Background: an optimization exercise with open tools, aiming at small area and a short achievable clock period. Do not read the settings as production practice. Power figures rest on the tool's default switching activity, not on a simulated workload.

the previous run:
==> flow/design.v (excerpt) <==
module m6502_org (clk, addr, dataenb, datai, datao, irq_n, nmi_n, sob_n, res_n,
   rdy, vpa, sync, we_n);
input   clk;
output  [15:0] addr;
output  dataenb;
input   [7:0] datai;
output  [7:0] datao;
input   irq_n;
input   nmi_n;
input   sob_n;
input   res_n;
input   rdy;
output  vpa;
output  sync;
output  we_n;
reg  [7:0] opcode;
reg  [8:1] state;
reg  [7:0] psrl;
reg  [11:0] alu_ctl;
reg  wel_n, z_flag_f, branch_carry_f, sob_n_f;
reg  type1_calc, type2_calc, type2_write, type2_done, type3_calc;
reg  resetl, reset_proc, nmi_proc, irq_proc, irq, nmi_pend, nmi1, nmi2;
reg  [7:0] areg, xreg, yreg, sreg, dreg, jreg, kreg, lreg, hreg;
reg  [15:0] pc;
reg  syncl, vpa_r;
reg  [7:0] dsel;           
reg  [3:0] asel;           
reg  h_pc, h_alu, h_dreg, h_one;    
wire we_d_n, sreg_up, sreg_cen, opcode_ld, irq_pend;
wire type1_read, type2_read, type3_read;
wire [11:0] alu_ctl_d;
wire [2:0] alu_ld;
wire [6:0] prog_ctl;
wire [6:0] rg_load;
wire [7:0] psr_d, opcode_in;
wire [8:1] state_in;
wire [5:0] alu2op;
wire [7:0] alu_out;
wire [7:0] log_out;
reg  [7:0] alu_wr;         
op_dcd sm (.opcode(opcode), .state(state), .psrl(psrl),
   .type1_calc(type1_calc), .type2_calc(type2_calc), .type2_write(type2_write),
   .type2_done(type2_done), .type3_calc(type3_calc),
   .z_flag_f(z_flag_f), .branch_carry_f(branch_carry_f),
   .reset_proc(reset_proc), .nmi_proc(nmi_proc), .irq_proc(irq_proc),
   .nmi_pend(nmi_pend), .irq(irq), .resetl(resetl), .rdy(rdy),
   .alu2op(alu2op), .datai(datai), .sob_n(sob_n), .sob_n_f(sob_n_f),
   .syncl(syncl),
   .sync_dcd(), .vpa(), .we_d_n(we_d_n), .alu_ctl_d(alu_ctl_d),
   .alu_ld(alu_ld), .sreg_up(sreg_up), .sreg_cen(sreg_cen),
  ...
clock: 14.0 ns
lec_check: 0
abc_area: 1
cap_margin: 20
core_margin: 2
core_utilization: 40
slew_margin: 20
run.sh (not shown) runs the stock make flow with config.mk's settings and CLKGATE_MAP_FILE= SYNTH_SCRIPT=/design/flow/synth_recipe.tcl, a recipe that flattens the netlist after the stock synthesis.
The previous run finished every step from synthesis to the final layout, and the layout passed the timing, design-rule and antenna checks.
What the current run does differently from the previous run at the input level:
--- a/flow/design.v
+++ b/flow/design.v
@@ -1672,12 +1672,13 @@
 reg  type1_calc, type2_calc, type2_write, type2_done, type3_calc;
 reg  resetl, reset_proc, nmi_proc, irq_proc, irq, nmi_pend, nmi1, nmi2;
 reg  [7:0] areg, xreg, yreg, sreg, dreg, jreg, kreg, lreg, hreg;
 reg  [15:0] pc;
 reg  syncl, vpa_r;
 reg  [7:0] dsel;           
+reg  dsel_reg_o;           
 reg  [3:0] asel;           
 reg  h_pc, h_alu, h_dreg, h_one;    
 wire we_d_n, sreg_up, sreg_cen, opcode_ld, irq_pend;
 wire type1_read, type2_read, type3_read;
 wire [11:0] alu_ctl_d;
 wire [2:0] alu_ld;
@@ -1702,24 +1703,23 @@
    .prog_ctl(prog_ctl), .rg_load(rg_load), .adl_sel(),
    .adh_sel(), .domux_sel(), .psr_d(),
    .type1_read(type1_read), .type2_read(type2_read), .type3_read(type3_read),
    .opcode_ld(opcode_ld), .opcode_in(opcode_in), .state_in(state_in),
    .irq_pend(irq_pend), .adh_alu());
 wire [7:0] psr_d1;
-wire [6:0] prog_ctl1;     
 op_dcd sm1 (.opcode(opcode), .state(state), .psrl(psrl),
    .type1_calc(type1_calc), .type2_calc(type2_calc), .type2_write(type2_write),
    .type2_done(type2_done), .type3_calc(type3_calc),
    .z_flag_f(z_flag_f), .branch_carry_f(branch_carry_f),
    .reset_proc(reset_proc), .nmi_proc(nmi_proc), .irq_proc(irq_proc),
    .nmi_pend(nmi_pend), .irq(irq), .resetl(resetl), .rdy(1'b1),
    .alu2op(alu2op), .datai(datai), .sob_n(sob_n), .sob_n_f(sob_n_f),
    .syncl(syncl),
    .sync_dcd(), .vpa(), .we_d_n(), .alu_ctl_d(),
    .alu_ld(), .sreg_up(), .sreg_cen(),
-   .prog_ctl(prog_ctl1), .rg_load(), .adl_sel(),
+   .prog_ctl(), .rg_load(), .adl_sel(),
    .adh_sel(), .domux_sel(), .psr_d(psr_d1),
    .type1_read(), .type2_read(), .type3_read(),
    .opcode_ld(), .opcode_in(), .state_in(),
    .irq_pend(), .adh_alu());
 wire sob_fall = ~sob_n & sob_n_f;
 wire [7:0] psr_d0 = resetl ? 8'b0000_0100 : {psrl[7], psrl[6] | sob_fall, psrl[5:0]};
@@ -1779,17 +1779,15 @@
 wire [7:0] cntil = prog_ctl[6:5] == 2'b10 ? 8'hFC :
                    prog_ctl[6:5] == 2'b01 ? 8'hFA :
                    prog_ctl[6:5] == 2'b11 ? 8'hFE :
                    prog_ctl[4] ? alu_out : hreg;
 wire [7:0] cntih = prog_ctl[6:5] != 2'b00 ? 8'hFF :
                    prog_ctl[3] ? datai : dataol;
-wire [15:0] pc_n1 = resetl ? 16'hFFFC :
-                    (prog_ctl1[2] | prog_ctl[4]) ? {cntih, cntil} :
-                    prog_ctl1[0] ? pc + 16'd1 : pc;
-wire [15:0] pc_n0 = resetl ? 16'hFFFC : prog_ctl[4] ? {cntih, cntil} : pc;
-wire [15:0] pc_n = rdy ? pc_n1 : pc_n0;
+wire [15:0] pc_n = resetl ? 16'hFFFC :
+                   (prog_ctl[2] | prog_ctl[4]) ? {cntih, cntil} :
+                   prog_ctl[0] ? pc + 16'd1 : pc;
 wire [7:0] hreg_n = resetl ? 8'hFC : prog_ctl[1] ? (prog_ctl[3] ? datai : alu_out) : hreg;
 wire ld1 = syncl | resetl;
 wire [7:0] psr_s = {psrl[7], psrl[6] | sob_fall, psrl[5:0]};
 wire z_log = alu_ctl[5] | ~|log_out;
 wire sync_a, vpa_a, sync_f, vpa_f;
 wire [1:0] adl_sel_a, adl_sel_f;
@@ -1871,13 +1869,13 @@
 wire [7:0] addrl = {8{asel[0]}} & pc[7:0] | {8{asel[1]}} & dreg | {8{asel[2]}} & sreg |
                    {8{asel[3]}} & lreg;
 wire [7:0] addrh;
 assign addrh[0] = h_pc & pc[8] | h_alu & alu_adr[0] | h_dreg & dreg[0] | h_one;
 assign addrh[7:1] = {7{h_pc}} & pc[15:9] | {7{h_alu}} & alu_adr[7:1] | {7{h_dreg}} & dreg[7:1];
 assign addr = {addrh, addrl};
-assign datao = dsel_alu ? alu_wr : dataor;
+assign datao = dsel_reg_o ? dataor : alu_wr;
 assign we_n = wel_n;
 assign dataenb = ~wel_n;
 assign sync = syncl;
 assign vpa = vpa_r;
 reg  [7:0] alu_adr;
 wire [7:0] alu_adr_n = rdy ? datai + {7'b0, alu2op[3]} : alu_adr;
@@ -1914,12 +1912,13 @@
    pc <= pc_n;
    hreg <= hreg_n;
    syncl <= rdy ? sync_n1 : resetl ? sync_b : sync_n0;
    if (rdy | resetl) begin
       vpa_r <= vpa_nx;
       dsel <= 8'b1 << domux_sel_nx;
+      dsel_reg_o <= domux_sel_nx != 3'b000;
       asel <= 4'b1 << adl_sel_nx;
       h_pc <= adh_sel_nx == 4'b0000;
       h_alu <= adh_sel_nx[3];
       h_dreg <= adh_sel_nx[2];
       h_one <= adh_sel_nx[0];
    end
Compare the previous run and the current run | initial standard-cell utilization of the core higher: the current run
As of the current run, total power had risen by a few percent compared to the previous run.
Re minimum clock period: the previous run and the current run aren't equal, and the lower value belongs to the current run.
Fmax: the current run higher than the previous run
On fraction of area in registers, the previous run tracks the current run almost exactly.
Between the previous run and the current run, the worst hold slack after final layout figures differ only marginally.
No functional check of the RTL was part of any run of this note.

## what the ideal ports hide
How much do the figures lean on ideal ports? The routed layouts below were timed once more, with nothing changed but the port constraints. Step 1 sets driving cells, clkbuf_16 on the clock port and buf_2 on the other inputs (assumed; they add their load-dependent delay and slew). Step 2, shift: input delay + t, output delay - t, t = (earliest + latest rising clock arrival at the registers) / 2. This alone moves slack from input paths to output paths. Slacks: ideal ports / drivers / drivers and shift; pairs: ideal ports / drivers.
run | t, ns | setup WS [ns] | hold WS [ns] | worst setup path after step 2 | slew at the worst register clock pin (ns)
the previous run | 0.506 | 8.516 / 8.461 / 8.545 | 0.352 / 0.352 / 0.352 | input to register | 0.09 / 0.09
the current run | 0.518 | 8.560 / 8.503 / 8.384 | 0.354 / 0.354 / 0.354 | input to register | 0.09 / 0.09
After both steps every run listed still meets setup and hold. For the current run, which loses most, drivers alone change the setup slack by -0.057 ns; drivers and shift together by -0.176 ns.
